Background: an optimization exercise with open tools, aiming at small area, a short achievable clock period and few clock cycles. Do not read the settings as production practice.
Only simulation tests tie the RTL to the original design; equivalence was not proved.
No activity file was given, so power comes from the tool's default toggle rates.

Setup of v6:
## CHIP
module CHIP (	mem_read_D,
				mem_write_D,
				mem_addr_D,
				mem_rdata_D,
				mem_wdata_D,
				mem_ready_D,
				mem_read_I,
				mem_write_I,
				mem_addr_I,
				mem_rdata_I,
				mem_wdata_I,
				mem_ready_I,
				clk,
				rst_n,
				DCACHE_addr,
				DCACHE_wdata,
				DCACHE_wen
				);
Size in the first run: about 2900 flip-flops, about 640 I/O pins, ~130000 sq um of cells after synthesis.
Settings: LEC_CHECK=0, CAP_MARGIN=20, CORE_MARGIN=2, CORE_UTILIZATION=60, CTS_BUF_LIST=sky130_fd_sc_hd__clkbuf_16, CTS_CLUSTER_DIAMETER=90, CTS_CLUSTER_SIZE=24, SLEW_MARGIN=20, TNS_END_PERCENT=20; clock period 12.0 ns.
standard.sh (not shown) runs the stock make flow with config.mk's settings and CLKGATE_MAP_FILE= SYNTH_SCRIPT=/design/flow/synth_recipe.tcl, a recipe that flattens the netlist after the stock synthesis.
==> flow/flow/run.sh <==
#!/bin/bash
# Layout flow: the standard ORFS flow (standard.sh, standard synthesis
# unchanged; config.mk's settings come in through config.mk), with three
# layout settings changed:
#  - timing repair aims for 8.3 ns of setup slack, so it keeps sizing and
#    buffering the critical paths well below the 12 ns clock period;
#  - cell sizing may swap cells of any footprint (the platform default only
#    allows swaps between cells of the same footprint);
#  - the port buffers are sky130_fd_sc_hd__buf_2 instead of delay buffers.
# make's full output goes to flow_make.log; every ORFS step also keeps its own
# log under orfs/logs/.
set -euo pipefail
cd "$(dirname "$0")/.."
bash standard.sh \
  SETUP_SLACK_MARGIN=8.3 \
  MATCH_CELL_FOOTPRINT=0 \
  "BUFFER_PORTS_ARGS=-buffer_cell sky130_fd_sc_hd__buf_2" \
  finish > flow_make.log 2>&1
Testbench counts of v6, summed over its fixed seeds: cycles 76,912.
[inputs] v7 vs v6
--- a/flow/design.v
+++ b/flow/design.v
@@ -30,37 +30,35 @@
 input			mem_ready_D;
 input			clk, rst_n;
 output	[29:0]	DCACHE_addr;
 output	[31:0]	DCACHE_wdata;
 output			DCACHE_wen;
 integer i, j;
 reg  [13:0] pc;
 reg         id_v;              
 reg  [31:0] id_ins;
 reg  [13:0] id_pc4;
-reg  [31:0] id_rs_oh, id_rt_oh;  
 reg         ex_wr, ex_ld, ex_st, ex_beq, ex_jr;
 reg         id_rp, ex_rp;      
 reg  [13:0] ras;               
 reg  [4:0]  ex_rd;
 reg  [31:0] ex_a;              
 reg  [31:0] ex_b;              
 reg         ex_sub;            
 reg         ex_s_add, ex_s_and, ex_s_or, ex_s_xor, ex_s_nor, ex_s_sll, ex_s_srl,
             ex_s_slt, ex_s_link;
 reg  [13:0] ex_pc4;
 reg  [13:0] ex_bt;             
 reg  [13:0] ex_im;             
 reg         ex_big;            
 reg         w_wr;
 reg  [4:0]  w_rd;
-reg  [31:0] w_we;              
 reg  [31:0] w_d;               
 reg  [13:2] w_addr;            
 reg  [31:0] w_sd;              
 reg         st_q;              
 reg  [31:0] rf [0:31];
 reg  [31:0] rf_ok;             
 reg  [31:0] rf_big;            
 wire        w_big = |w_d[31:5];
 wire        dstall;            
 wire        lu;                
@@ -391,20 +389,22 @@
 wire        f_xor  = (is_r & (fn == 6'h26)) | (op == 6'h0E);
 wire        f_nor  = is_r & (fn == 6'h1B);
 wire        f_sll  = is_r & (fn == 6'h00);
 wire        f_srl  = is_r & ((fn == 6'h02) | (fn == 6'h03));
 wire        f_slt  = (is_r & (fn == 6'h2A)) | (op == 6'h0A);
 wire        f_link = is_jal | is_jalr;
 wire        id_sub = f_sub | f_slt;
 wire        f_add  = ~(f_sub | f_and | f_or | f_xor | f_nor | f_sll | f_srl | f_slt | f_link | is_lw);
 wire        byp_a = w_wr & (w_rd == rs);
 wire        byp_b = w_wr & (w_rd == rt);
+wire [31:0] id_rs_oh = 32'd1 << rs;
+wire [31:0] id_rt_oh = 32'd1 << rt;
 wire        ok_a = |(id_rs_oh & rf_ok);
 wire        ok_b = |(id_rt_oh & rf_ok);
 reg  [31:0] rf_ra, rf_rb;
 always @(*) begin
 	rf_ra = 32'd0;
 	rf_rb = 32'd0;
 	for (i = 0; i < 32; i = i + 1) begin
 		rf_ra = rf_ra | ({32{id_rs_oh[i]}} & rf[i]);
 		rf_rb = rf_rb | ({32{id_rt_oh[i]}} & rf[i]);
 	end
@@ -453,21 +453,20 @@
 assign      redir = ex_taken & ~dstall;
 wire        id_hold = dstall | lu;
 always @(posedge clk or negedge rst_n) begin
 	if (~rst_n) begin
 		pc <= 14'd0;
 		id_v <= 1'b0;
 		ex_wr <= 1'b0; ex_ld <= 1'b0; ex_st <= 1'b0; ex_beq <= 1'b0; ex_jr <= 1'b0;
 		id_rp <= 1'b0; ex_rp <= 1'b0;
 		ras <= 14'd0;
 		w_wr <= 1'b0;
-		w_we <= 32'd0;
 		st_q <= 1'b0;
 		rf_ok <= 32'd0;
 	end else begin
 		if (redir) begin
 			pc <= ex_tgt;
 			id_v <= 1'b0;
 		end else if (~id_hold) begin
 			if (if_hit) begin
 				pc <= if_j ? {if_ins[11:0], 2'b00} : if_ret ? ras : if_fold ? {if_nx[11:0], 2'b00} : pc4;
 				id_v <= 1'b1;
@@ -483,30 +482,28 @@
 			end else begin
 				ex_wr <= d_wr;
 				ex_ld <= id_v & is_lw;
 				ex_st <= id_v & is_sw;
 				ex_beq <= id_v & is_beq;
 				ex_jr <= id_v & is_jr;
 				ex_rp <= id_rp;
 			end
 		end
 		w_wr <= ~dstall & ex_wr;
-		w_we <= {32{~dstall & ex_wr}} & (32'd1 << ex_rd);
 		st_q <= ~dstall & ex_st;
-		rf_ok <= rf_ok | w_we;
+		if (w_wr)
+			rf_ok[w_rd] <= 1'b1;
 	end
 end
 always @(posedge clk) begin
 	if (~id_hold & ~redir & if_hit) begin
 		id_ins <= if_ins;
-		id_rs_oh <= 32'd1 << if_ins[25:21];
-		id_rt_oh <= 32'd1 << if_ins[20:16];
 		id_pc4 <= if_ret ? ras : pc4;
 	end
 	if (~dstall) begin
 		ex_rd <= d_rd;
 		ex_a <= ({32{fwd_a}} & ex_res_c) | ({32{~fwd_a}} & rf_a);
 		ex_b <= ({32{use_imm}} & id_imm) | ({32{~use_imm & fwd_b}} & ex_res_c) | ({32{~use_imm & ~fwd_b}} & rf_b);
 		ex_sub <= id_sub;
 		ex_s_add <= f_add | f_sub;
 		ex_s_and <= f_and;
 		ex_s_or <= f_or;
@@ -518,17 +515,16 @@
 		ex_s_link <= f_link;
 		ex_pc4 <= id_pc4;
 		ex_bt <= id_pc4 + {id_ins[11:0], 2'b00};
 		ex_im <= id_ins[13:0];
 		ex_big <= byp_b ? w_big : ok_b & |(id_rt_oh & rf_big);
 	end
 	w_rd <= ex_rd;
 	w_d <= ex_res;
 	w_addr <= m_sum[13:2];
 	w_sd <= ex_b;
-	for (i = 0; i < 32; i = i + 1)
-		if (w_we[i]) begin
-			rf[i] <= w_d;
-			rf_big[i] <= w_big;
-		end
+	if (w_wr) begin
+		rf[w_rd] <= w_d;
+		rf_big[w_rd] <= w_big;
+	end
 end
 endmodule
==> comparison <==
v7 ended with every stage complete and zero timing, DRC or antenna violations.
Higher number of multi-input combinational cells in the layout goes to v7 over v6.
Comparing v6 and v7, the higher total power was measured on v6.
Wire length per cell ended up about 4% lower on v7 than on v6.
v6 → v7: setup skew after layout lower, cell count along the critical path lower.
Post-route standard cell area excluding fillers ended up about 1.2% lower on v7 than on v6.
Looking at area used by sequential logic in the layout, v7 sits below v6.
Starting utilization of the core area across v6 and v7: no real change.
Testbench counts of v7, summed over its fixed seeds: cycles 76,912.

[afterwards: timing with drivers on the ports]
How much do the figures lean on ideal ports? The routed layouts below were timed once more, with nothing changed but the port constraints. Step 1, drivers: a clkbuf_16 drives clk and a buf_2 each remaining input, both assumed. Step 2 adds t to the input delays and takes it off the output delays; t is the mean of the earliest and latest rising clock arrival at the registers after step 1. Input paths then give back, and output paths get back, about the clock's delay inside the block. a / b / c = no drivers / after step 1 / after step 2; a / b = the first two.
run	t, ns	setup slack, ns	latest minus earliest clock arrival (ns)	worst slew at a driven data input, ns
v6	0.934	7.987 / 7.937 / 7.466	0.083 / 0.082	0.25
v7	0.963	7.988 / 7.925 / 7.465	0.053 / 0.053	0.11
After both steps every run listed still meets setup and hold. For v7, which loses most, drivers alone change the setup slack by -0.063 ns; drivers and shift together by -0.523 ns.
